Context: an optimization exercise on an open-source flow, tuned for small area, a short achievable clock period and few clock cycles. The choices shown serve that exercise and are no tape-out recipe. Function was checked by simulation only, so behaviour that the tests miss may differ from the original. Power is estimated from default activity; no workload was simulated.

**flow/run.sh**
```bash
#!/bin/bash
# synth_recipe.tcl (not shown) runs the flow's synth.tcl, then flattens the netlist and writes it again
# the make line also repeats each setting of config.mk as NAME=value (left out here)
make -C /OpenROAD-flow-scripts/flow DESIGN_CONFIG=/design/flow/config.mk WORK_HOME=/design/flow/orfs CLKGATE_MAP_FILE= SYNTH_SCRIPT=/design/flow/synth_recipe.tcl finish
```
**flow/config.mk**
```make
export PLATFORM = sky130hd
export DESIGN_NAME = custom_cpu
export DESIGN_NICKNAME = custom_cpu
export VERILOG_FILES = /design/flow/design.v
export SDC_FILE = /design/flow/constraint.sdc
export NUM_CORES = 4
export LEC_CHECK = 0
export CAP_MARGIN = 20
export CORE_MARGIN = 2
export CORE_UTILIZATION = 40
export SLEW_MARGIN = 20
```
**flow/constraint.sdc**
```tcl
create_clock -name core_clock -period 11.0 [get_ports {clk}]
set_input_delay 2.2000 -clock core_clock [delete_from_list [all_inputs] [get_ports {clk}]]
set_output_delay 2.2000 -clock core_clock [all_outputs]
set_load 0.01 [all_outputs]
```
**flow/design.v**
```verilog
module alu(
    input [32 - 1:0]  A,
    input [32 - 1:0]  B,
    input [12   - 1:0]  ALUop,
    output                     Overflow,
    output                     CarryOut,
    output                     Zero,
    output [32 - 1:0] Result
);
    wire                      op_add;
    wire                      op_sub;
    wire                      op_and;
    wire                      op_or;
    wire                      op_auipc;
    wire                      op_xor;
    wire                      op_slt;
    wire                      op_sltu;
    wire                      op_sll;
    wire                      op_srl;
    wire                      op_sra;
    wire                      op_lui;
    wire                       ext_A;
    wire [32      :0] A_tmp;
    wire [32      :0] B_tmp;
    wire [32   - 1:0] and_result;
    wire [32   - 1:0] or_result;
    wire [32   - 1:0] add_result;
    wire [32   - 1:0] sub_result;
    wire [32   - 1:0] auipc_result;
    wire [32   - 1:0] xor_result;
    wire [32   - 1:0] slt_result;
    wire [32   - 1:0] sltu_result;
    wire [32   - 1:0] sll_result;
    wire [32   - 1:0] srl_result;
    wire [32   - 1:0] sra_result;
    wire [32   - 1:0] lui_result;
    wire [64 - 1:0] sra_64;
    assign op_add   = ALUop[ 0];
    assign op_sub   = ALUop[ 1];
    assign op_and   = ALUop[ 2];
    assign op_or    = ALUop[ 3];
    assign op_auipc = ALUop[4];  
    assign op_xor   = ALUop[ 5];
    assign op_slt   = ALUop[ 6];
    assign op_sltu  = ALUop[ 7];
    assign op_sll   = ALUop[ 8];
    assign op_srl   = ALUop[ 9];
    assign op_sra   = ALUop[10];
    assign op_lui   = ALUop[11];
    assign ext_A = op_sub | op_slt | op_sltu ? 1'b1 : 1'b0;
    assign A_tmp = {ext_A, A};
    assign B_tmp = op_sub | op_slt | op_sltu ? {1'b0, ~B} + 33'b1 : {1'b0, B};
    assign {CarryOut, add_result} = A_tmp + B_tmp;
    assign sub_result = add_result;
    assign and_result = A & B;
    assign or_result  = A | B; 
    assign xor_result = A ^ B;
    assign slt_result[31:1] = 31'b0;
    assign slt_result[0] = (A[31] & ~B[31]) ||
                           (A[31] ~^ B[31]) && add_result[31];          
    assign sltu_result = {31'b0, CarryOut};
    assign sll_result = A << B[4:0];
    assign srl_result = A >> B[4:0];
    assign sra_64     = {{32{A[31]}}, A} >> B[4:0];
    assign sra_result = sra_64[31:0];
    assign lui_result = {B[19:0], 12'b0};
    assign auipc_result = A + lui_result;
    assign Overflow = !A[31] && !B[31] &&  add_result[31] && op_add ||
                       A[31] &&  B[31] && !add_result[31] && op_add ||
                      !A[31] &&  B[31] &&  sub_result[31] && op_sub ||
                       A[31] && !B[31] && !sub_result[31] && op_sub  ;
    assign Result = ({32{op_add} }   & add_result )   |
                    ({32{op_sub} }   & sub_result )   |
                    ({32{op_and} }   & and_result )   |
                    ({32{op_or } }   & or_result  )   |
                    ({32{op_auipc} } & auipc_result ) |
                    ({32{op_xor} }   & xor_result )   |
                    ({32{op_slt} }   & slt_result )   |
                    ({32{op_sltu}}   & sltu_result)   |
                    ({32{op_sll} }   & sll_result )   |
                    ({32{op_srl} }   & srl_result )   |
                    ({32{op_sra} }   & sra_result )   |
                    ({32{op_lui} }   & lui_result )   ;
    assign Zero = Result == 32'b0 ? 1'b1 : 1'b0;
endmodule
module reg_file(
    input                      clk,
    input                      rst,
    input  [5 - 1:0] waddr,
    input  [5 - 1:0] raddr1,
    input  [5 - 1:0] raddr2,
    input                      wen,
    input  [32 - 1:0] wdata,
    output [32 - 1:0] rdata1,
    output [32 - 1:0] rdata2
);
    reg [32 - 1:0] REG_Files [0:32 - 1];
    integer i;
    always@(posedge clk)
    begin
        if(rst) begin
            for(i = 0; i < 32; i = i + 1)
                REG_Files[i] <= 0;
        end
        else begin
            if(wen && waddr)
                REG_Files[waddr] <= wdata;
        end
    end
    assign rdata1 = REG_Files[raddr1];
    assign rdata2 = REG_Files[raddr2];
endmodule
module predictor(
    input clk,
    input rst,
    input cancle,
    output prdct_br_go
);
    reg [4:0] prdct_current_state;
    reg [4:0] prdct_next_state;
    always@(posedge clk) begin
        if(rst)
            prdct_current_state <= 5'b00001;
        else
            prdct_current_state <= prdct_next_state;
    end
    always@(*) begin
        case(prdct_current_state)
            5'b00001  : begin
                prdct_next_state = 5'b00010;
            end
            5'b00010 : begin
                if(cancle)
                    prdct_next_state = 5'b00100;
                else
                    prdct_next_state = 5'b00010;
            end
            5'b00100 : begin
                if(cancle)
                    prdct_next_state = 5'b10000;
                else
                    prdct_next_state = 5'b00010;
            end
            5'b10000  : begin
                if(cancle)
                    prdct_next_state = 5'b00100;
                else
                    prdct_next_state = 5'b01000;
            end
            5'b01000  : begin
                if(cancle)
                    prdct_next_state = 5'b10000;
                else
                    prdct_next_state = 5'b01000;
            end
            default : begin
                prdct_next_state = 5'b00001;
            end
        endcase
    end
    assign prdct_br_go = prdct_current_state == 5'b00010 || prdct_current_state == 5'b00100 ? 1'b1 : 1'b0;
endmodule
module if_stage(
    input  clk,
    input  rst,
    output reg [31:0] pc,
    output Inst_Req_Valid,
    input  Inst_Req_Ready,
    input  Inst_Valid,
    output Inst_Ready,
    input [31:0] Instruction,
    input  [33 - 1 : 0] br_info,
    input cancle,
    input [31:0] real_pc,
    input  id_allowin,
    output if_to_id_valid,
    output [64 - 1 : 0] if_to_id_data,
    output reg [31:0] Cancle_cnt
);
    reg  [ 4:0] if_current_state;
    reg  [ 4:0] if_next_state; 
    wire        br_go;
    wire [31:0] br_target;
    wire [31:0] next_pc;     
    reg  if_valid;
    wire if_allowin;
    wire to_if_valid;
    wire if_ready_go;
    reg [31:0] inst_reg;
    reg        refresh;
    always@(posedge clk) begin
        if(rst)
            if_current_state <= 5'b00001;
        else
            if_current_state <= if_next_state;
    end
    always@(*) begin
        case(if_current_state)
            5'b00001 : begin
                if_next_state = 5'b00010;
            end
            5'b00010   : begin                
                if(Inst_Req_Valid && Inst_Req_Ready)
                    if_next_state = 5'b00100;
                else
                    if_next_state = 5'b00010;
            end
            5'b00100   : begin
                if(Inst_Ready && Inst_Valid)
                    if_next_state = 5'b10000;
                else
                    if_next_state = 5'b00100;
            end
            5'b10000   : begin
                if(id_allowin)
                    if_next_state = 5'B01000;
                else
                    if_next_state = 5'b10000;
            end
            5'B01000  : begin
                if(id_allowin)
                    if_next_state = 5'b00010;
                else
                    if_next_state = 5'B01000;
            end
            default : begin
                if_next_state = 5'b00001;
            end
        endcase
    end
    always@(posedge clk) begin
        if(rst)
            if_valid <= 1'b0;
        else begin
            if(cancle)
                if_valid <= 1'b0;
            else if(if_allowin && !refresh)
                if_valid <= to_if_valid;
        end
    end
    always@(posedge clk) begin
        if(rst)
            pc <= 32'hfffffffc;
        else begin
            if(if_allowin && to_if_valid && if_next_state == 5'b00010) begin
                if(refresh)
                    pc <= real_pc;
                else
                    pc <= next_pc;
            end
        end
    end
    always@(posedge clk) begin
        if(Inst_Valid && if_valid)
            inst_reg <= Instruction;
    end
    always@(posedge clk) begin
        if(cancle)
            refresh <= 1'b1;
        else begin
            if(if_next_state == 5'b00010)
                refresh <= 1'b0;
        end
    end
    always@(posedge clk) begin
        if(rst)
            Cancle_cnt <= 1'b0;
        else begin
            if(cancle)
                Cancle_cnt <= Cancle_cnt + 1;
        end
    end
    assign {br_go, br_target} = br_info;
    assign next_pc = br_go ? br_target : pc + 4;
    assign Inst_Req_Valid = if_current_state == 5'b00010;
    assign Inst_Ready = if_current_state == 5'b00100 || if_current_state == 5'b00001;
    assign if_allowin = !if_valid || if_ready_go && id_allowin;
    assign to_if_valid = ~rst;
    assign if_ready_go = (if_current_state == 5'b10000 || if_current_state == 5'B01000) && !refresh;
    assign if_to_id_valid = if_valid && if_ready_go && !cancle;
    assign if_to_id_data = {
                            pc      ,    
                            inst_reg     
                           };
endmodule
module id_stage(
    input  clk,
    input  rst,
    input cancle,
    output [33 - 1 : 0] br_info,
    input  if_to_id_valid,
    input [64 - 1 : 0] if_to_id_data,
    input  exe_allowin,
    output id_allowin,
    output id_to_exe_valid,
    output [194 - 1 : 0] id_to_exe_data,
    input [38 - 1 : 0] wb_to_rf_data,
    input [71 - 1 : 0] exe_to_id_fw_data,
    input [72 - 1 : 0] mem_to_id_fw_data,
    input [70  - 1 : 0] wb_to_id_fw_data
);
    reg  id_valid;
    wire id_ready_go;
    wire [31:0] id_pc;
    wire [31:0] id_inst;
    reg [64 - 1 : 0] if_to_id_data_reg;
    wire        rf_wen;      
    wire [ 4:0] dest;
    wire        dest_valid;
    wire        wb_rf_wen;
    wire [ 4:0] wb_rf_waddr;
    wire [31:0] wb_rf_wdata;
    wire [31:0] rf_rdata1;
    wire [31:0] rf_rdata2;
    wire        br_go;
    wire        prdct_br_go;
    wire [31:0] br_target;
    wire [ 5:0] br_op;
    wire        beq;
    wire        bne;
    wire        blt;
    wire        bge;
    wire        bltu;
    wire        bgeu;
    wire r_type;
    wire i_type;
    wire s_type;
    wire b_type;
    wire u_type;
    wire j_type;
    wire [ 4:0] rs1   ;
    wire [ 4:0] rs2   ;
    wire [ 4:0] rd    ;
    wire [ 6:0] opcode;
    wire [ 2:0] funct3;
    wire [ 6:0] funct7;
    wire [11:0] aluop;
    wire is_load;
    wire [4:0] load_op;
    wire [2:0] store_op;
    wire lb;
    wire lbu;
    wire lh;
    wire lhu;
    wire lw;
    wire sb;
    wire sh;
    wire sw;
    wire src1_is_pc;
    wire src2_is_4;
    wire src2_is_imm;
    wire [31:0] alu_src1;
    wire [31:0] alu_src2;
    wire [31:0] rs1_value;
    wire [31:0] rs2_value;
    wire [31:0] s_type_imm;
    wire [31:0] i_type_imm;
    wire [31:0] b_type_imm;
    wire [31:0] u_type_imm;
    wire [31:0] j_type_imm;
    wire [31:0] final_imm;
    wire rs1_eq_rs2;
    wire rs1_ne_rs2;
    wire rs1_lt_rs2;
    wire rs1_ge_rs2;
    wire rs1_ltu_rs2;
    wire rs1_geu_rs2;
    wire [31:0] exe_pc;
    wire [31:0] mem_pc;
    wire [31:0] wb_pc;
    wire exe_valid;
    wire mem_valid;
    wire wb_valid;
    wire [ 4:0] exe_dest;
    wire [ 4:0] mem_dest;
    wire [ 4:0] wb_dest;
    wire [31:0] exe_data;
    wire [31:0] mem_data;
    wire [31:0] wb_data;
    wire exe_is_load;
    wire mem_is_load;
    wire mem_ready_go;
    wire exe_related;
    wire mem_related;
    wire wb_related;
    wire block;
    wire jump;
    wire [31:0] mem_wdata;
    always@(posedge clk) begin
        if(rst)
            if_to_id_data_reg <= 0;
        else begin 
            if(if_to_id_valid && id_allowin)
                if_to_id_data_reg <= if_to_id_data;
        end
    end
    always@(posedge clk) begin
        if(rst)
            id_valid <= 1'b0;
        else begin
            if(cancle)
                id_valid <= 1'b0;
            else if(id_allowin)
                id_valid <= if_to_id_valid;
        end
    end
    assign block = (exe_is_load && exe_related) || (mem_is_load && mem_related && !mem_ready_go);
    assign id_ready_go = !block && !cancle;
    assign id_allowin = !id_valid || id_ready_go && exe_allowin;
    assign id_to_exe_valid = id_valid && id_ready_go;
    assign {
            id_pc  ,  
            id_inst
           } = if_to_id_data_reg; 
    assign rs1    = id_inst[19:15];
    assign rs2    = id_inst[24:20];
    assign rd     = id_inst[11: 7];
    assign opcode = id_inst[ 6: 0];
    assign funct3 = id_inst[14:12];
    assign funct7 = id_inst[31:25];
    assign r_type = opcode == 7'b0110011;
    assign i_type = opcode == 7'b1100111 ||
                    opcode == 7'b0000011 ||
                    opcode == 7'b0010011  ;
    assign s_type = opcode == 7'b0100011;
    assign b_type = opcode == 7'b1100011;
    assign u_type = opcode == 7'b0110111 ||
                    opcode == 7'b0010111  ;
    assign j_type = opcode == 7'b1101111;
    assign aluop[ 0] = r_type && funct3 == 3'b000 && funct7 == 7'b0000000 ||
                       i_type && opcode == 7'b1100111                     ||
                       i_type && opcode == 7'b0000011                     ||
                       i_type && opcode == 7'b0010011 && funct3 == 3'b000 ||
                       s_type                                             ||
                       j_type ;
    assign aluop[ 1] = r_type && funct3 == 3'b000 && funct7 == 7'b0100000 ||
                       b_type && funct3 == 3'b000                         ||
                       b_type && funct3 == 3'b001 ;
    assign aluop[ 2] = r_type && funct3 == 3'b111 && funct7 == 7'b0000000 ||
                       i_type && funct3 == 3'b111 && opcode == 7'b0010011 ;
    assign aluop[ 3] = r_type && funct3 == 3'b110 && funct7 == 7'b0000000 ||
                       i_type && funct3 == 3'b110 && opcode == 7'b0010011 ;
    assign aluop[ 4] = u_type && opcode == 7'b0010111;
    assign aluop[ 5] = r_type && funct3 == 3'b100 && funct7 == 7'b0000000 ||
                       i_type && funct3 == 3'b100 && opcode == 7'b0010011 ;
    assign aluop[ 6] = r_type && funct3 == 3'b010 && funct7 == 7'b0000000 ||
                       i_type && funct3 == 3'b010 && opcode == 7'b0010011 ||
                       b_type && funct3 == 3'b100                         ||
                       b_type && funct3 == 3'b101 ;
    assign aluop[ 7] = r_type && funct3 == 3'b011 && funct7 == 7'b0000000 ||
                       i_type && funct3 == 3'b011 && opcode == 7'b0010011 ||
                       b_type && funct3 == 3'b110                         ||
                       b_type && funct3 == 3'b111 ;
    assign aluop[ 8] = r_type && funct3 == 3'b001 && funct7 == 7'b0000000 ||
                       i_type && funct3 == 3'b001 && funct7 == 7'b0000000 && opcode == 7'b0010011 ;
    assign aluop[ 9] = r_type && funct3 == 3'b101 && funct7 == 7'b0000000 ||
                       i_type && funct3 == 3'b101 && funct7 == 7'b0000000 && opcode == 7'b0010011;
    assign aluop[10] = r_type && funct3 == 3'b101 && funct7 == 7'b0100000 ||
                       i_type && funct3 == 3'b101 && funct7 == 7'b0100000 && opcode == 7'b0010011 ;
    assign aluop[11] = u_type && opcode == 7'b0110111;  
    assign src1_is_pc = j_type ||
                        i_type && opcode == 7'b1100111 ||
                        u_type && opcode == 7'b0010111  ;
    assign src2_is_4 = j_type ||
                       i_type && opcode == 7'b1100111;
    assign src2_is_imm = i_type && opcode != 7'b1100111 ||
                         s_type                         ||
                         u_type ;
    assign alu_src1 = src1_is_pc ? id_pc : rs1_value;
    assign alu_src2 = src2_is_imm ? final_imm :
                      src2_is_4   ? 32'h4     :
                      rs2_value   ;
    assign i_type_imm = {{20{id_inst[31]}}, id_inst[31:20]};
    assign s_type_imm = {{20{id_inst[31]}}, id_inst[31:25], id_inst[11:7]};
    assign b_type_imm = {{20{id_inst[31]}}, id_inst[7], id_inst[30:25], id_inst[11:8], 1'b0};
    assign u_type_imm = {{12{id_inst[31]}}, id_inst[31:12]};
    assign j_type_imm = {{12{id_inst[31]}}, id_inst[19:12], id_inst[20], id_inst[30:25], id_inst[24:21], 1'b0};
    assign final_imm = {32{i_type}} & i_type_imm |
                       {32{s_type}} & s_type_imm |
                       {32{b_type}} & b_type_imm |
                       {32{u_type}} & u_type_imm |
                       {32{j_type}} & j_type_imm ;
    assign rf_wen = r_type || i_type || u_type || j_type;
    assign dest = rd;
    assign is_load = i_type && opcode == 7'b0000011;
    assign is_store = s_type;
    assign lb  = is_load && funct3 == 3'b000;
    assign lbu = is_load && funct3 == 3'b100;
    assign lh  = is_load && funct3 == 3'b001;
    assign lhu = is_load && funct3 == 3'b101;
    assign lw  = is_load && funct3 == 3'b010;
    assign sb = s_type && funct3 == 3'b000;
    assign sh = s_type && funct3 == 3'b001;
    assign sw = s_type && funct3 == 3'b010;
    assign load_op = {lb, lbu, lh, lhu, lw};
    assign store_op = {sb, sh, sw};
    assign mem_wdata = {32{sb}} & {4{rs2_value[ 7:0]}} |
                       {32{sh}} & {2{rs2_value[15:0]}} |
                       {32{sw}} &    rs2_value         ;
    assign id_to_exe_data = {
                             jump      ,    
                             br_go     ,    
                             br_target ,    
                             br_op     ,    
                             store_op  ,    
                             load_op   ,    
                             dest      ,    
                             rf_wen    ,    
                             mem_wdata ,    
                             alu_src2  ,    
                             alu_src1  ,    
                             aluop     ,    
                             id_pc          
                            };  
    assign {exe_pc, exe_is_load, exe_valid, exe_dest, exe_data} = exe_to_id_fw_data;
    assign {mem_pc, mem_ready_go, mem_is_load, mem_valid, mem_dest, mem_data} = mem_to_id_fw_data;
    assign {wb_pc, wb_valid , wb_dest , wb_data} = wb_to_id_fw_data ;
    assign exe_related = (rs1 == exe_dest || rs2 == exe_dest) && exe_dest != 5'b00000 && exe_valid && exe_pc != id_pc;
    assign mem_related = (rs1 == mem_dest || rs2 == mem_dest) && mem_dest != 5'b00000 && mem_valid && mem_pc != id_pc;
    assign wb_related  = (rs1 == wb_dest  || rs2 == wb_dest ) && wb_dest  != 5'b00000 && wb_valid  && wb_pc  != id_pc;
    assign rs1_value = (exe_dest == rs1 && exe_dest != 5'b00000 && exe_valid && exe_pc != id_pc) ? exe_data :
                       (mem_dest == rs1 && mem_dest != 5'b00000 && mem_valid && mem_pc != id_pc) ? mem_data :
                       (wb_dest  == rs1 && wb_dest  != 5'b00000 && wb_valid  && wb_pc  != id_pc) ? wb_data  :
                                                                                                   rf_rdata1;
    assign rs2_value = (exe_dest == rs2 && exe_dest != 5'b00000 && exe_valid && exe_pc != id_pc) ? exe_data :
                       (mem_dest == rs2 && mem_dest != 5'b00000 && mem_valid && mem_pc != id_pc) ? mem_data :
                       (wb_dest  == rs2 && wb_dest  != 5'b00000 && wb_valid  && wb_pc  != id_pc) ? wb_data  :
                                                                                                   rf_rdata2;
    assign {
            wb_rf_wen  ,
            wb_rf_waddr,
            wb_rf_wdata
           } = wb_to_rf_data;
    assign jump = i_type && opcode == 7'b1100111 || j_type;
    assign br_go = jump ? 1'b1 : prdct_br_go && b_type;
    assign br_target = (i_type && opcode == 7'b1100111) ? final_imm + rs1_value :
                                     final_imm + id_pc     ;
    assign br_info = {br_go, br_target};
    assign beq  = b_type && funct3 == 3'b000;
    assign bne  = b_type && funct3 == 3'b001;
    assign blt  = b_type && funct3 == 3'b100;
    assign bge  = b_type && funct3 == 3'b101;
    assign bltu = b_type && funct3 == 3'b110;
    assign bgeu = b_type && funct3 == 3'b111;
    assign br_op = {beq, bne, blt, bge, bltu, bgeu};
    reg_file cpu_register(
        .clk   (clk        ),
        .rst   (rst        ),
        .waddr (wb_rf_waddr),
        .raddr1(rs1        ),
        .raddr2(rs2        ),
        .wen   (wb_rf_wen  ),
        .wdata (wb_rf_wdata),
        .rdata1(rf_rdata1  ),
        .rdata2(rf_rdata2  )
    );
    predictor cpu_predictor(
        .clk        (clk        ),
        .rst        (rst        ),
        .cancle     (cancle     ),
        .prdct_br_go(prdct_br_go)
    );
endmodule
module exe_stage(
    input  clk,
    input  rst,
    output cancle,
    output [31:0] real_pc,
    input  id_to_exe_valid,
    input [194 - 1 : 0] id_to_exe_data,
    input  mem_allowin,
    output exe_allowin,
    output exe_to_mem_valid,
    output [111 - 1 : 0] exe_to_mem_data,
    output [71 - 1 : 0] exe_to_id_fw_data
);
    reg  exe_valid;
    wire exe_ready_go;
    wire [31:0] exe_pc;
    reg [194 - 1 : 0] id_to_exe_data_reg;
    wire        exe_rf_wen;
    wire [ 4:0] exe_dest;
    wire [11:0] aluop;
    wire [31:0] alu_src1;
    wire [31:0] alu_src2;
    wire [31:0] alu_result;
    wire [31:0] exe_alu_result;
    wire        zero;
    wire        overflow;
    wire        carryout;
    wire [31:0] mem_wdata;
    wire [31:0] exe_br_target;
    wire [ 4:0] exe_load_op;
    wire [ 2:0] exe_store_op;
    wire [ 5:0] br_op;
    wire        beq;
    wire        bne;
    wire        blt;
    wire        bge;
    wire        bltu;
    wire        bgeu;
    wire        id_br_go;
    wire        exe_br_go;
    wire        id_is_br;
    wire        predict_wrong;
    wire        exe_is_load;
    reg         up_cancle;
    wire        jump;
    always@(posedge clk) begin
        if(id_to_exe_data != id_to_exe_data_reg)
            up_cancle <= 1'b1;
        else
            up_cancle <= 1'b0;
    end
    always@(posedge clk) begin
        if(rst)
            id_to_exe_data_reg <= 0;
        else begin
            if(id_to_exe_valid && exe_allowin)
                id_to_exe_data_reg <= id_to_exe_data;
        end
    end
    always@(posedge clk) begin
        if(rst)
            exe_valid <= 1'b0;
        else begin
            if(exe_allowin)
                exe_valid <= id_to_exe_valid;
        end
    end
    assign exe_ready_go = 1'b1;
    assign exe_allowin = !exe_valid || exe_ready_go && mem_allowin;
    assign exe_to_mem_valid = exe_valid && exe_ready_go;
    assign {
            jump         ,
            id_br_go     ,
            exe_br_target,
            br_op        ,
            exe_store_op ,
            exe_load_op  ,
            exe_dest     ,
            exe_rf_wen   ,
            mem_wdata    ,
            alu_src2     ,
            alu_src1     ,
            aluop        ,
            exe_pc
           } = id_to_exe_data_reg;
    assign rs1_eq_rs2 = zero;
    assign rs1_ne_rs2 = !zero;
    assign rs1_lt_rs2 = alu_result[0];
    assign rs1_ge_rs2 = !alu_result[0];
    assign rs1_ltu_rs2 = alu_result[0];
    assign rs1_geu_rs2 = !alu_result[0];
    assign {beq, bne, blt, bge, bltu, bgeu} = br_op;
    assign exe_br_go = jump                ||
                       beq  && rs1_eq_rs2  ||
                       bne  && rs1_ne_rs2  ||
                       blt  && rs1_lt_rs2  ||
                       bge  && rs1_ge_rs2  ||
                       bltu && rs1_ltu_rs2 ||
                       bgeu && rs1_geu_rs2  ;
    assign predict_wrong = id_br_go != exe_br_go;
    assign cancle = predict_wrong && up_cancle;
    assign real_pc = exe_br_go ? exe_br_target : exe_pc + 4;
    assign id_is_br = |br_op;
    assign exe_to_mem_data = {
                              id_is_br         ,   
                              exe_store_op  ,   
                              exe_load_op   ,   
                              exe_dest      ,   
                              exe_rf_wen    ,   
                              mem_wdata     ,   
                              exe_alu_result,   
                              exe_pc            
                             };
    assign exe_alu_result = alu_result;
    assign exe_is_load = |exe_load_op;
    assign exe_to_id_fw_data = {exe_pc, exe_is_load, exe_valid & exe_rf_wen, exe_dest, exe_alu_result};
    alu cpu_alu(
        .A       (alu_src1  ),
        .B       (alu_src2  ),
        .ALUop   (aluop     ),
        .Overflow(overflow  ),
        .CarryOut(carryout  ),
        .Zero    (zero      ),
        .Result  (alu_result)
    );
endmodule
module mem_stage(
    input  clk,
    input  rst,
    output [31:0] Address,
    output MemWrite,
    output MemRead,
    input  Mem_Req_Ready,
    output Read_data_Ready,
    input  Read_data_Valid,
    input  [31:0] Read_data,
    output [31:0] Write_data,
    output [ 3:0] Write_strb,
    input  exe_to_mem_valid,
    input [111 - 1 : 0] exe_to_mem_data,
    input  wb_allowin,
    output mem_allowin,
    output mem_to_wb_valid,
    output [72 - 1 : 0] mem_to_wb_data,
    output [72 - 1 : 0] mem_to_id_fw_data
);
    reg [ 4:0] mem_current_state;
    reg [ 4:0] mem_next_state;
    reg  mem_valid;
    wire mem_ready_go;
    wire [31:0] mem_pc;
    reg [111 - 1 : 0] exe_to_mem_data_reg;
    wire        mem_rf_wen;
    wire [ 4:0] mem_dest;
    wire [31:0] mem_alu_result;
    wire        mem_is_br;
    wire        mem_inst;
    wire [31:0] mem_wdata;
    wire [ 4:0] mem_load_op;
    wire [ 2:0] mem_store_op;
    wire        mem_load;
    wire        mem_store;
    wire        lb;
    wire        lh;
    wire        lbu;
    wire        lhu;
    wire        lw;
    wire [31:0] load_result;
    reg         read_data_req;
    reg         write_data_req;
    reg         read_data_ready;
    reg  [31:0] read_data_reg;
    wire [ 3:0] addr_low;
    wire [ 7:0] lb_lbu_origin;
    wire [15:0] lh_lhu_origin;
    wire [31:0] lw_result;
    wire [31:0] lb_result;
    wire [31:0] lbu_result;
    wire [31:0] lh_result;
    wire [31:0] lhu_result;
    wire [31:0] load_reuslt;
    wire [31:0] mem_result;
    always@(posedge clk) begin
        if(rst)
            mem_current_state <= 5'b00001;
        else
            mem_current_state <= mem_next_state;
    end
    always@(*) begin
        case(mem_current_state)
            5'b00001 : begin
                mem_next_state = 5'b00010;
            end
            5'b00010  : begin
                if(mem_load || mem_store)
                    mem_next_state = 5'b00100;
                else
                    mem_next_state = 5'b10000;
            end
            5'b00100  : begin
                if(mem_load && Mem_Req_Ready)
                    mem_next_state = 5'b01000;
                else if(mem_store && Mem_Req_Ready)
                    mem_next_state = 5'b10000;
                else
                    mem_next_state = 5'b00100;
            end
            5'b01000  : begin
                if(Read_data_Ready && Read_data_Valid)
                    mem_next_state = 5'b10000;
                else
                    mem_next_state = 5'b01000;
            end
            5'b10000   : begin
                if(mem_allowin && (exe_to_mem_data != exe_to_mem_data_reg))
                    mem_next_state = 5'b00010;
                else
                    mem_next_state = 5'b10000;
            end
            default : begin
                mem_next_state = 5'b00001;
            end
        endcase
    end
    always@(posedge clk) begin
        if(rst)
            exe_to_mem_data_reg <= 0;
        else begin
            if(exe_to_mem_valid && mem_allowin)
                exe_to_mem_data_reg <= exe_to_mem_data;
        end
    end
    always@(posedge clk) begin
        if(rst)
            mem_valid <= 1'b0;
        else begin
            if(mem_allowin)
                mem_valid <= exe_to_mem_valid;
        end
    end
    always@(posedge clk) begin
        if(Read_data_Valid)
            read_data_reg <= Read_data;
    end
    always@(posedge clk) begin
        if(rst)
            read_data_ready <= 1'b1;
        else begin
            if(Mem_Req_Ready)
                read_data_ready <= 1'b1;
            else if(Read_data_Valid)
                read_data_ready <= 1'b0;
            else
                read_data_ready <= 1'b0;
        end
    end
    assign mem_ready_go = mem_current_state == 5'b10000 && mem_valid;
    assign mem_allowin = !mem_valid || mem_ready_go && wb_allowin;
    assign mem_to_wb_valid = mem_valid && mem_ready_go;
    assign {lb, lbu, lh, lhu, lw} = mem_load_op;
    assign {sb, sh, sw} = mem_store_op;
    assign mem_load = |mem_load_op;
    assign mem_store = |mem_store_op;
    assign MemWrite = mem_store && mem_current_state == 5'b00100;
    assign MemRead  = mem_load && mem_current_state == 5'b00100;
    assign Read_data_Ready = mem_current_state == 5'b01000 || mem_current_state == 5'b00001;
    assign {
            mem_is_br,
            mem_store_op,
            mem_load_op,
            mem_dest,
            mem_rf_wen,
            mem_wdata,
            mem_alu_result,
            mem_pc
           } = exe_to_mem_data_reg;
    assign Address = {mem_alu_result[31:2], 2'b0};
    assign addr_low[0] = mem_alu_result[1:0] == 2'b00;
    assign addr_low[1] = mem_alu_result[1:0] == 2'b01;
    assign addr_low[2] = mem_alu_result[1:0] == 2'b10;
    assign addr_low[3] = mem_alu_result[1:0] == 2'b11;
    assign lb_lbu_origin = ({8{addr_low[0]}} & read_data_reg[ 7:0 ]) |
                           ({8{addr_low[1]}} & read_data_reg[15:8 ]) |
                           ({8{addr_low[2]}} & read_data_reg[23:16]) |
                           ({8{addr_low[3]}} & read_data_reg[31:24]) ;
    assign lh_lhu_origin = ({16{addr_low[3] | addr_low[2]}} & read_data_reg[31:16]) |
                           ({16{addr_low[1] | addr_low[0]}} & read_data_reg[15:0 ]) ;
    assign lb_result  = {{24{lb_lbu_origin[ 7]}}, lb_lbu_origin};
    assign lbu_result = {24'b0, lb_lbu_origin};
    assign lh_result  = {{16{lh_lhu_origin[15]}}, lh_lhu_origin};
    assign lhu_result = {16'b0, lh_lhu_origin};
    assign lw_result  = read_data_reg;
    assign load_result = {32{lb }} & lb_result  |
                         {32{lh }} & lh_result  |
                         {32{lw }} & lw_result  |
                         {32{lbu}} & lbu_result |
                         {32{lhu}} & lhu_result ;
    assign Write_data = mem_wdata;
    assign Write_strb = {4{sb}} & addr_low |
                        {4{sw}} & 4'b1111  |
                        {4{sh}} & {{2{addr_low[3] | addr_low[2]}}, {2{addr_low[1] | addr_low[0]}}};
    assign mem_result = mem_load ? load_result : mem_alu_result;
    assign mem_inst = mem_load || mem_store;
    assign mem_to_wb_data = {
                             mem_inst    ,   
                             mem_is_br   ,   
                             mem_dest    ,   
                             mem_rf_wen  ,   
                             mem_result  ,   
                             mem_pc          
                            };
    assign mem_to_id_fw_data = {
                                mem_pc,
                                mem_ready_go, 
                                mem_load, 
                                mem_valid && mem_rf_wen, 
                                mem_dest, 
                                mem_result
                               };
endmodule
module wb_stage(
    input  clk,
    input  rst,
    input mem_to_wb_valid,
    input [72 - 1 : 0] mem_to_wb_data,
    output wb_allowin,
    output [38 - 1 : 0] wb_to_rf_data,
    output [70 - 1 : 0] wb_to_id_fw_data,
    input inst_retired_fifo_full,
    output inst_retire_valid,
    output [70 - 1 : 0] inst_retired,
    output reg [31:0] Valid_inst_cnt,
    output reg [31:0] Br_inst_cnt,
    output reg [31:0] Mem_inst_cnt
);
    reg  wb_valid;
    wire wb_ready_go;
    reg  wb_update;
    wire [31:0] wb_pc;
    wire wb_is_br;
    wire wb_is_mem;
    reg [72 - 1 : 0] mem_to_wb_data_reg;
    wire        wb_rf_wen;
    wire [ 4:0] wb_dest;
    wire [31:0] wb_rf_wdata;
    reg         inst_retire_valid_reg;
    reg         up_retire_valid;
    reg [ 4:0] wb_current_state;
    reg [ 4:0] wb_next_state;
    always@(posedge clk) begin
        if(rst)
            wb_current_state <= 5'b00001;
        else
            wb_current_state <= wb_next_state;
    end
    always@(*) begin
        case(wb_current_state)
            5'b00001 : begin
                wb_next_state = 5'b10000;
            end
            5'b10000   : begin
                if(inst_retired_fifo_full)
                    wb_next_state = 5'b00010;
                else
                    wb_next_state = 5'b10000;
            end
            5'b00010 : begin
                if(inst_retired_fifo_full)
                    wb_next_state = 5'b00010;
                else
                    wb_next_state = 5'b10000;
            end
            default : begin
                wb_next_state = 5'b00001;
            end
        endcase
    end
    always@(posedge clk) begin
        if(rst)
            mem_to_wb_data_reg <= 0;
        else begin
            if(mem_to_wb_valid && wb_allowin)
                mem_to_wb_data_reg <= mem_to_wb_data;
        end
    end
    always@(posedge clk) begin
        if(rst)
            wb_valid <= 1'b0;
        else begin
            if(wb_allowin)
                wb_valid <= mem_to_wb_valid;
        end
    end
    always@(posedge clk) begin
        if(rst)
            wb_update <= 1'b0;
        else begin
            if(mem_to_wb_data != mem_to_wb_data_reg && mem_to_wb_valid && wb_allowin)
                wb_update <= 1'b1;
            else if(inst_retire_valid && !inst_retired_fifo_full)
                wb_update <= 1'b0;
        end
    end
    always@(posedge clk) begin
        if(rst)
            inst_retire_valid_reg <= 1'b0;
        else begin
            if(mem_to_wb_data != mem_to_wb_data_reg && !inst_retired_fifo_full)
                inst_retire_valid_reg <= 1'b1;
            else if(wb_update && !inst_retired_fifo_full)  
                inst_retire_valid_reg <= 1'b1;
            else
                inst_retire_valid_reg <= 1'b0;
        end
    end
    always@(posedge clk) begin
        if(mem_to_wb_data != mem_to_wb_data_reg)
            up_retire_valid <= 1'b1;
        else
            up_retire_valid <= 1'b0;
    end
    always@(posedge clk) begin
        if(rst)
            Valid_inst_cnt <= 1'b0;
        else begin
            if(inst_retire_valid)
                Valid_inst_cnt <= Valid_inst_cnt + 1;
        end     
    end
    always@(posedge clk) begin
        if(rst)
            Br_inst_cnt <= 1'b0;
        else begin
            if(inst_retire_valid && wb_is_br)
                Br_inst_cnt <= Br_inst_cnt + 1;
        end     
    end
    always@(posedge clk) begin
        if(rst)
            Mem_inst_cnt <= 1'b0;
        else begin
            if(inst_retire_valid && wb_is_mem)
                Mem_inst_cnt <= Mem_inst_cnt + 1;
        end
    end
    assign inst_retired = {wb_pc, wb_rf_wen, wb_dest, wb_rf_wdata};
    assign wb_ready_go = !inst_retired_fifo_full && wb_valid && wb_current_state == 5'b10000;
    assign wb_allowin = !wb_valid || wb_ready_go;
    assign wb_to_rf_data = {wb_rf_wen, wb_dest, wb_rf_wdata};
    assign inst_retire_valid = inst_retire_valid_reg && wb_valid && wb_update;  
    assign {
            wb_is_mem,
            wb_is_br,
            wb_dest,
            wb_rf_wen,
            wb_rf_wdata,
            wb_pc
           } = mem_to_wb_data_reg;
    assign wb_to_id_fw_data = {wb_pc, wb_valid && wb_rf_wen, wb_dest, wb_rf_wdata};
endmodule
module custom_cpu(
    input  rst,
    input  clk,
    output [31:0] PC,
    output Inst_Req_Valid,
    input  Inst_Req_Ready,
    input  [31:0] Instruction,
    input  Inst_Valid,
    output Inst_Ready,
    output [31:0] Address,
    output MemWrite,
    output [31:0] Write_data,
    output [3:0] Write_strb,
    output MemRead,
    input  Mem_Req_Ready,
    input  [31:0] Read_data,
    input  Read_data_Valid,
    output Read_data_Ready
);
    wire        inst_retire_valid_tmp;
    wire [69:0] inst_retired_tmp;
    wire        inst_retired_fifo_full_tmp;
    wire [33 - 1 : 0] br_info;
    wire [31:0] real_pc;
    wire cancle;
    wire id_allowin;
    wire exe_allowin;
    wire mem_allowin;
    wire wb_allowin;
    wire if_to_id_valid;
    wire id_to_exe_valid;
    wire exe_to_mem_valid;
    wire mem_to_wb_valid;
    wire [64   - 1 : 0] if_to_id_data;
    wire [194  - 1 : 0] id_to_exe_data;
    wire [111 - 1 : 0] exe_to_mem_data;
    wire [72 - 1 : 0] mem_to_wb_data;
    wire [38 - 1 : 0] wb_to_rf_data;
    wire [71 - 1 : 0] exe_to_id_fw_data;
    wire [72 - 1 : 0] mem_to_id_fw_data;
    wire [70  - 1 : 0] wb_to_id_fw_data;
    wire [31:0] Valid_inst_cnt;
    wire [31:0] Br_inst_cnt;
    wire [31:0] Cancle_cnt;
    wire [31:0] Mem_inst_cnt;
    if_stage top_if(
        .clk            (clk)           ,
        .rst            (rst)           ,
        .pc             (PC)            ,
        .Inst_Req_Valid (Inst_Req_Valid),
        .Inst_Req_Ready (Inst_Req_Ready),
        .Inst_Valid     (Inst_Valid)    ,
        .Inst_Ready     (Inst_Ready)    ,
        .Instruction    (Instruction)   ,
        .br_info        (br_info)       ,
        .cancle         (cancle)        ,
        .real_pc        (real_pc)       ,
        .id_allowin     (id_allowin)    ,
        .if_to_id_valid (if_to_id_valid),
        .if_to_id_data  (if_to_id_data) ,
        .Cancle_cnt     (Cancle_cnt)
    );
    id_stage top_id(
        .clk               (clk)              ,
        .rst               (rst)              ,
        .br_info           (br_info)          ,
        .cancle            (cancle)           ,
        .if_to_id_valid    (if_to_id_valid)   ,
        .if_to_id_data     (if_to_id_data)    ,
        .exe_allowin       (exe_allowin)      ,
        .id_allowin        (id_allowin)       ,
        .id_to_exe_valid   (id_to_exe_valid)  ,
        .id_to_exe_data    (id_to_exe_data)   ,
        .wb_to_rf_data     (wb_to_rf_data)    ,
        .exe_to_id_fw_data (exe_to_id_fw_data),
        .mem_to_id_fw_data (mem_to_id_fw_data),
        .wb_to_id_fw_data  (wb_to_id_fw_data) 
    );
    exe_stage top_exe(
        .clk               (clk)              ,
        .rst               (rst)              ,
        .cancle            (cancle)           ,
        .real_pc           (real_pc)          ,
        .id_to_exe_valid   (id_to_exe_valid)  ,
        .id_to_exe_data    (id_to_exe_data)   ,
        .mem_allowin       (mem_allowin)      ,
        .exe_allowin       (exe_allowin)      ,
        .exe_to_mem_valid  (exe_to_mem_valid) ,
        .exe_to_mem_data   (exe_to_mem_data)  ,
        .exe_to_id_fw_data (exe_to_id_fw_data)
	);
    mem_stage top_mem(
        .clk               (clk)              ,
        .rst               (rst)              ,
        .Address           (Address)          ,
        .MemWrite          (MemWrite)         ,
        .MemRead           (MemRead)          ,
        .Mem_Req_Ready     (Mem_Req_Ready)    ,
        .Read_data_Ready   (Read_data_Ready)  ,
        .Read_data_Valid   (Read_data_Valid)  ,
        .Read_data         (Read_data)        ,
        .Write_data        (Write_data)       ,
        .Write_strb        (Write_strb)       ,
        .exe_to_mem_valid  (exe_to_mem_valid) ,
        .exe_to_mem_data   (exe_to_mem_data)  ,
        .wb_allowin        (wb_allowin)       ,
        .mem_allowin       (mem_allowin)      ,
        .mem_to_wb_valid   (mem_to_wb_valid)  ,
        .mem_to_wb_data    (mem_to_wb_data)   ,
        .mem_to_id_fw_data (mem_to_id_fw_data)
	);
    wb_stage top_wb(
        .clk                    (clk)                       ,
        .rst                    (rst)                       ,
        .mem_to_wb_valid        (mem_to_wb_valid)           ,
        .mem_to_wb_data         (mem_to_wb_data)            ,
        .wb_allowin             (wb_allowin)                ,
        .wb_to_rf_data          (wb_to_rf_data)             ,
        .wb_to_id_fw_data       (wb_to_id_fw_data)          ,
        .inst_retired_fifo_full (inst_retired_fifo_full_tmp),
        .inst_retire_valid      (inst_retire_valid_tmp)     ,   
        .inst_retired           (inst_retired_tmp)          ,
        .Valid_inst_cnt         (Valid_inst_cnt)            ,
        .Br_inst_cnt            (Br_inst_cnt)               ,
        .Mem_inst_cnt           (Mem_inst_cnt)  
	);
    assign inst_retired_fifo_full_tmp = 1'b0;
endmodule
```
==> metrics.md <==
| Metric | Value |
|---|---|
| Outcome | `finished clean` |
| # IOs | `175` |
| Synthesis-to-finish area growth | `10.91%` |
| Critical path class | `flip-flop to flip-flop` |
| Clock sinks | `1593` |
| Period minus WS final | `10400 ps` |
| Crit. End Element | `flip-flop` |
| Total gr overflow | `0` |
| Die area | `254100 µm²` |
| Clk slew on worst S/H paths | `60 ps` |
| Die Y | `504.1 µm` |
| Synth Flop Type | `edfxtp_1` |
| H-tree depth | `4` |
| RSZ-0062 raised after global routing | `no` |
| Slew Limit Fails | `0` |
| Worst EP required | `11710 ps` |
| Met1 usage | `0.4306` |
| Maximum vdd drop | `148.2 µV` |
| Core Area | `248700 µm²` |
| Worst clock skew | `57.58 ps` |
| Hold Vio Cnt, Final | `0` |
| Remaining antenna violation count | `0` |
| Filler cell count | `22.94k` |
| Post-route DRC | `0` |
| WL final | `456.5 mm` |
| Hold Crit Depth | `2` |
| Synth cell types | `111` |
| Initial antenna violation count | `33` |
| Rows | `183` |
| Lkg Pwr | `38.69 nW` |
| Global-route wire length before repair | `632.7 mm` |
| Period Utilization, post-route | `0.9453` |
| Clock Tree Buf Depth | `3` |
| Layout cell share with drive strength beyond 1 | `0.1765` |
| Pre-antenna DRT Iters | `7` |
| Most common cell after layout, fill and taps aside | `edfxtp_1` |
| Critical Path Fanout Max | `9` |
| DR vias/cell | `6.612` |
| CP Launch Type | `flip-flop` |
| Worst-margin pin slew | `1373 ps` |
| Final setup vio count | `0` |
| Port-buffer cells | `172` |
| Most frequent cells in the layout | `1088 x edfxtp_1, 804 x nand2_1, 769 x and2_1, 708 x mux4_2, 546 x nor2_1` |
| Wire length per cell | `36.66 µm` |
| Hold wc startpoint | `top_exe.id_to_exe_data_reg[40]$_SDFFE_PP0P_` |
| Syn_area_per_cell | `10.84 µm²` |
| Largest net degree at the start of global routing | `107` |
| Seq/Total Area, Yosys | `0.4277` |
| GRT met2 Usage | `0.5518` |
| GR Util All Layers | `0.3496` |
| HP Class | `flip-flop to flip-flop` |
| R2r worst-path depth | `35` |
| Post-CTS Setup Bufs | `0` |
| Via count | `82.34k` |
| Synth Instances | `9225` |
| CTS tree | `yes` |
| Largest register FFs | `1024` |
| Vias in the first global route | `78.79k` |
| Clock latency (worst-skew pair) | `880 ps` |
| Chip Width | `504.1 µm` |
| CP arrival | `11110 ps` |
| Fin nets | `9197` |
| GR peak layer | `met2` |
| R2r setup slk | `600 ps` |
| RD Place Congestion | `1.058` |
| Yosys warns | `17` |
| DP HPWL | `327.4 mm` |
| R2R Path Start | `top_exe.id_to_exe_data_reg[88]$_SDFFE_PP0P_` |
| R2R Path End | `top_exe.up_cancle$_DFF_P_` |
| Post-synth EDFFs | `1088` |
| Max cap viols | `0` |
| Root buf cell | `clkbuf_16` |
| Fin Setup TNS | `0 ps` |
| Power per cell area | `126.5 nW/µm²` |
| Mapped Area | `100000 µm²` |
| CP max stage cell | `or4_1` |
| Hold path endpoint | `top_exe.id_to_exe_data_reg[40]$_SDFFE_PP0P_` |
| Met3 GRT Util | `0.07921` |
| Max Fclk | `0.09617 GHz` |
| #FFs+latches synth | `1593` |
| Initial DRC count | `12.10k` |
| CP dominant cell by count | `nand4_1` |
| Layout Utilization | `0.4462` |
| Post-synth ARST share | `0` |
| Starting density of the core | `0.4023` |
| CP max stage delay | `690 ps` |
| Slew margin rel. | `0.07038` |
| TritonCTS buffer count | `177` |
## synth_stat cells, drive strengths merged, types with 242 or more instances
cell    number  area (µm²)
buf        336        1973
o21ai      302        1511
nor3       454        2277
nor2       583        2191
a21oi      484        2426
nand2      806        3025
and2       772        4830
dfxtp      505       10110
mux4       708       15950
xor2       242        2120
clkbuf     680        2552
edfxtp    1088       32670
## worst max-delay path by stage
| stage | slack, ps | startpoint | cells after the start | to |
|---|---|---|---|---|
| 3_3_place_gp | 690 | top_exe.id_to_exe_data_reg[86]$_SDFFE_PP0P_ | 36 | top_exe.up_cancle$_DFF_P_ |
| 4_1_cts | 740 | top_exe.id_to_exe_data_reg[88]$_SDFFE_PP0P_ | 35 | top_exe.up_cancle$_DFF_P_ |
| 3_5_place_dp | 820 | top_exe.id_to_exe_data_reg[86]$_SDFFE_PP0P_ | 35 | top_exe.up_cancle$_DFF_P_ |
| 2_1_floorplan | 2300 | top_exe.id_to_exe_data_reg[76]$_SDFFE_PP0P_ | 37 | top_exe.up_cancle$_DFF_P_ |
| 6_report | 600 | top_exe.id_to_exe_data_reg[88]$_SDFFE_PP0P_ | 35 | top_exe.up_cancle$_DFF_P_ |
| 5_1_grt | 70 | top_exe.id_to_exe_data_reg[88]$_SDFFE_PP0P_ | 35 | top_exe.up_cancle$_DFF_P_ |
## cell type report
cell class,count,area [µm²],share of cell area
Clock inverter,83,769.5,0.006936
Multi-Input combinational cell,6517,53080,0.4784
Timing Repair Buffer,547,4801,0.04327
Sequential cell,1593,42840,0.3862
Inverter,132,498.0,0.004488
Antenna cell,14,35.03,0.0003158
Clock buffer,236,4753,0.04284
Tap cell,3330,4167,0.03755
## layer usage
| layer | part of all wire | vias to the layer above |
|---|---|---|
| met2 | 0.46 | 5402 |
| met1 | 0.36 | 41600 |
| li1 | - | 33940 |
| met3 | 0.10 | 1373 |
| met5 | 0.00045 | - |
| met4 | 0.080 | 30 |
## cells by family after synthesis
group | share of synthesized area
simple gates | 0.1613
flops | 0.4277
other cells | 0.00003749
mux | 0.1872
buf+inv | 0.05020
compound gates | 0.1108
fa+ha+maj | 0.02011
xor+xnor | 0.04270
## worst max-delay path, delay by kind of cell, from the launching register on
family | cells | cell delay [ps]
fa+ha+maj | 3 | 1310
xor+xnor | 2 | 390
simple gates | 18 | 4910
compound gates | 9 | 2530
mux | 1 | 220
flops | 1 | 420
buf+inv | 2 | 420
## where the power goes
group	internal (mW)	total [mW]	switching, mW	leakage, nW
clock network	3.21	5.83	2.62	2.69
logic	0.588	1.38	0.793	20.7
registers	6.60	6.83	0.230	15.3
## repair_timing
action / CTS / global route
hold buffers: 0 / 0
setup endpoints to repair: 0 / 1
gates resized for setup: 0 / 1
## stage by stage
step / instances / hold WS, ps / total power, mW / setup WS, ps / cell area (µm²)
2_1_floorplan: 9258 / 445.3 / 7.747 / 2303 / 100200
3_5_place_dp: 12120 / 444.1 / 8.290 / 819.4 / 105300
6_report: 12450 / 457.2 / 14.04 / 601.5 / 110900
3_3_place_gp: 12120 / 440.7 / 8.262 / 687.3 / 105300
5_1_grt: 12440 / 475.2 / 14.39 / 68.64 / 110900
4_1_cts: 12440 / 452.7 / 14.06 / 744.6 / 110900
Testbench counts, summed over its fixed seeds: cycles 175,804.

what the ideal ports hide:
The flow's constraints put no driver on any port. The routed layout listed below was extracted and timed again, unchanged, in two steps. Step 1 assumes that a clkbuf_16 drives the clock port and a buf_2 every other input. Step 2 adds t to the input delays and takes it off the output delays; t is the mean of the earliest and latest rising clock arrival at the registers after step 1. Input paths then give back, and output paths get back, about the clock's delay inside the block. Three values: ideal, step 1, step 2; two values: the first two.
shift t [ns]: 0.931
setup slack, ns: 0.601 / 0.601 / 0.601
worst setup path after step 2: register to register
clock arrival spread, ns: 0.058 / 0.058
cell pins on the clock port's net: 1
After both steps this run still meets setup and hold. For this run, drivers alone change the setup slack by 0.000 ns; drivers and shift together by 0.000 ns.
